Source: an optimization exercise on an open RTL-to-GDS flow (aim: a short achievable clock period and few clock cycles). Production flows keep margins and buffers that such runs may drop. Where RTL was checked, it was by simulation tests only, not by an equivalence proof against the original. The flow treats the clock pin as an ideal source, which a real chip does not have. Power figures rest on the tool's default switching activity, not on a simulated workload.

juniper:
// CacheController
module CacheController(
    rst,
    clk,
    wr,
    rd,
    data_rd,
    data_wr,
    addr_req,
    addr_resp,
    rdy,
    busy,
    wr_mem,
    rd_mem,
    busy_mem,
    data_rd_mem,
    data_wr_mem,
    addr_mem,
    cache_miss_count,
    cache_hit_count
    );
For scale: ~1600 cells after synthesis, roughly 24000 µm² of cells after synthesis.
==> flow/config.mk <==
export PLATFORM = sky130hd
export DESIGN_NAME = CacheController
export DESIGN_NICKNAME = CacheController
export VERILOG_FILES = /design/flow/design.v
export SDC_FILE = /design/flow/constraint.sdc
export NUM_CORES = 4
export LEC_CHECK = 0
export ABC_CLOCK_PERIOD_IN_PS = 1500
export CAP_MARGIN = 20
export CORE_MARGIN = 2
export CORE_UTILIZATION = 55
export PLACE_DENSITY = 0.7
export SETUP_SLACK_MARGIN = 3.3
export SLEW_MARGIN = 20
==> flow/constraint.sdc <==
create_clock -name core_clock -period 5.5 [get_ports {clk}]
set_input_delay 1.1000 -clock core_clock [delete_from_list [all_inputs] [get_ports {clk}]]
set_output_delay 1.1000 -clock core_clock [all_outputs]
set_load 0.01 [all_outputs]
run.sh (not shown) runs the stock make flow with config.mk's settings and CLKGATE_MAP_FILE= SYNTH_SCRIPT=/design/flow/synth_recipe.tcl, a recipe that flattens the netlist after the stock synthesis.
juniper ran to completion and came out clean on the timing, DRC and antenna checks.
#### Input delta (quartz over juniper)
# juniper
export LEC_CHECK = 0
export ABC_CLOCK_PERIOD_IN_PS = 1500
export CAP_MARGIN = 20
export CORE_MARGIN = 2
export CORE_UTILIZATION = 55
export PLACE_DENSITY = 0.7
export SETUP_SLACK_MARGIN = 3.3
export SLEW_MARGIN = 20
create_clock -name core_clock -period 5.5 [get_ports {clk}]
# quartz
export LEC_CHECK = 0
export ABC_CLOCK_PERIOD_IN_PS = 2000
export CAP_MARGIN = 20
export CORE_MARGIN = 2
export CORE_UTILIZATION = 45
export PLACE_DENSITY = 0.6
export SETUP_SLACK_MARGIN = 3.1
export SLEW_MARGIN = 20
create_clock -name core_clock -period 5.5 [get_ports {clk}]
[summary]
- Both conditions hold for quartz: the flow ran to the end and the final layout passed the timing, DRC and antenna checks.
- Register-to-register slack, juniper and quartz: smaller value in juniper
- Fmax: quartz above juniper
- From juniper to quartz the numbers moved as follows: design area went down; wire length lower; share of total power in sequential cells has decreased; number of diodes went down by 1; met1 global-route usage now sits lower.
- In the flow results for juniper and quartz, the total power is larger on quartz.
- Cell count of the worst reg-to-reg path (lower): juniper
- quartz — proportion of cell area occupied by multi-input gates 0.62 points lower, juniper as reference
No functional check of the RTL was part of any run of this note.

---

CacheController, a different RTL version from the one above (not shown whole).
Size: ~610 flip-flops, ~25000 um^2 of cells after synthesis.
Settings: LEC_CHECK=0, CAP_MARGIN=20, CORE_MARGIN=2, CORE_UTILIZATION=55, PLACE_DENSITY=0.7, SETUP_SLACK_MARGIN=3.2, SLEW_MARGIN=20; clock period 5.5 ns.
standard.sh (not shown) runs the stock make flow with config.mk's settings and CLKGATE_MAP_FILE= SYNTH_SCRIPT=/design/flow/synth_recipe.tcl, a recipe that flattens the netlist after the stock synthesis.
==> flow/flow/run.sh <==
#!/bin/bash
# The standard layout, with each feed-through input placed next to the output
# it drives (addr_req[i]/addr_mem[i], data_wr[i]/data_wr_mem[i], rd/rd_mem,
# wr/wr_mem). Each tool's full output stays in orfs/logs/; the make output is
# also kept in standard.log.
set -euo pipefail
here=$(pwd)
args=""
for i in $(seq 0 31); do
  args+=" -group_pins {addr_req[$i] addr_mem[$i]}"
  args+=" -group_pins {data_wr[$i] data_wr_mem[$i]}"
done
args+=" -group_pins {rd rd_mem} -group_pins {wr wr_mem}"
export PLACE_PINS_ARGS="$args"
bash standard.sh > "$here/standard.log" 2>&1
Testbench counts at the start, summed over its fixed seeds: cycles 16,008.
Then changed:
--- a/flow/flow/run.sh
+++ b/flow/flow/run.sh
@@ -13,3 +13,4 @@
 args+=" -group_pins {rd rd_mem} -group_pins {wr wr_mem}"
 export PLACE_PINS_ARGS="$args"
+export POST_CTS_TCL="$here/flow/post_cts.tcl"
 bash standard.sh > "$here/standard.log" 2>&1
==> flow/flow/post_cts.tcl (new file) <==
# Extra setup repair after CTS, raising the target in small steps, then
# legalise the placement again.
estimate_parasitics -placement
report_worst_slack -max
foreach m {2.80 2.85 2.90 2.95 3.00 3.05 3.10 3.15 3.20 3.30} {
  log_cmd repair_timing -setup -setup_margin $m -repair_tns 100 -verbose
  report_worst_slack -max
}
detailed_placement
check_placement -verbose
estimate_parasitics -placement
report_worst_slack -max
--- a/flow/config.mk
+++ b/flow/config.mk
@@ -6,8 +6,11 @@
 export NUM_CORES = 4
 export LEC_CHECK = 0
+export ABC_CLOCK_PERIOD_IN_PS = 2000
 export CAP_MARGIN = 20
 export CORE_MARGIN = 2
-export CORE_UTILIZATION = 55
-export PLACE_DENSITY = 0.7
+export CORE_UTILIZATION = 45
+export CTS_CLUSTER_DIAMETER = 80
+export CTS_CLUSTER_SIZE = 40
+export PLACE_DENSITY = 0.6
 export SETUP_SLACK_MARGIN = 3.2
 export SLEW_MARGIN = 20
Outcome: The new run passed the timing, DRC and antenna checks; die area is higher by 22%; via count is lower by 3.2%; design area is lower by 0.41%; cell count is higher by 5.2%; flip-flop and latch count stays the same; setup slack is better by 0.11 ns; routed wire length is lower by 0.40%; core utilization is lower by 14 points.
Then changed:
==> flow/run.sh (new file) <==
#!/bin/bash
# synth_recipe.tcl (not shown) runs the flow's synth.tcl, then flattens the netlist and writes it again
# the make line also repeats each setting of config.mk as NAME=value (left out here)
make -C /OpenROAD-flow-scripts/flow DESIGN_CONFIG=/design/flow/config.mk WORK_HOME=/design/flow/orfs CLKGATE_MAP_FILE= SYNTH_SCRIPT=/design/flow/synth_recipe.tcl finish
--- a/flow/config.mk
+++ b/flow/config.mk
@@ -6,11 +6,10 @@
 export NUM_CORES = 4
 export LEC_CHECK = 0
-export ABC_CLOCK_PERIOD_IN_PS = 2000
 export CAP_MARGIN = 20
 export CORE_MARGIN = 2
-export CORE_UTILIZATION = 45
+export CORE_UTILIZATION = 30
 export CTS_CLUSTER_DIAMETER = 80
 export CTS_CLUSTER_SIZE = 40
-export PLACE_DENSITY = 0.6
+export PLACE_DENSITY = 0.45
 export SETUP_SLACK_MARGIN = 3.2
 export SLEW_MARGIN = 20
removed: flow/flow/run.sh
removed: flow/flow/post_cts.tcl
removed: flow/standard.sh
First-iteration DRC count fell by 43%.
Wire length rose by 8.2%.
Global-route usage fell by 6.8 points.

==> what the ideal ports hide <==
The flow's constraints put no driver on any port. The routed layouts listed below were extracted and timed again, unchanged, in two steps.
Step 1: set_driving_cell puts a clkbuf_16 on clk and a buf_2 on each other input, an assumption about the parent block.
Step 2, shift: input delay + t, output delay - t, t = (earliest + latest rising clock arrival at the registers) / 2. This alone moves slack from input paths to output paths.
a / b / c = no drivers / after step 1 / after step 2; a / b = the first two.
run | shift t [ns] | setup slack, ns | worst hold slack (ns) | worst setup path at the end | pins driven straight from the clock port
juniper | 0.675 | 2.403 / 2.342 / 2.307 | 0.474 / 0.474 / 0.474 | input to register | 1
quartz | 0.642 | 2.463 / 2.404 / 2.350 | 0.461 / 0.461 / 0.461 | input to register | 1
the first run of note 2 | 0.685 | 2.648 / 2.648 / 2.067 | 0.459 / 0.459 / 0.459 | input to register | 1
the second run of note 2 | 0.645 | 2.754 / 2.694 / 2.188 | 0.469 / 0.469 / 0.469 | input to register | 1
the third run of note 2 | 0.649 | 2.729 / 2.661 / 2.068 | 0.469 / 0.469 / 0.469 | input to register | 1
After both steps setup and hold are still met in every run listed. The setup slack of the third run of note 2, which loses most, moves by -0.068 ns with the drivers and by -0.661 ns with both steps.
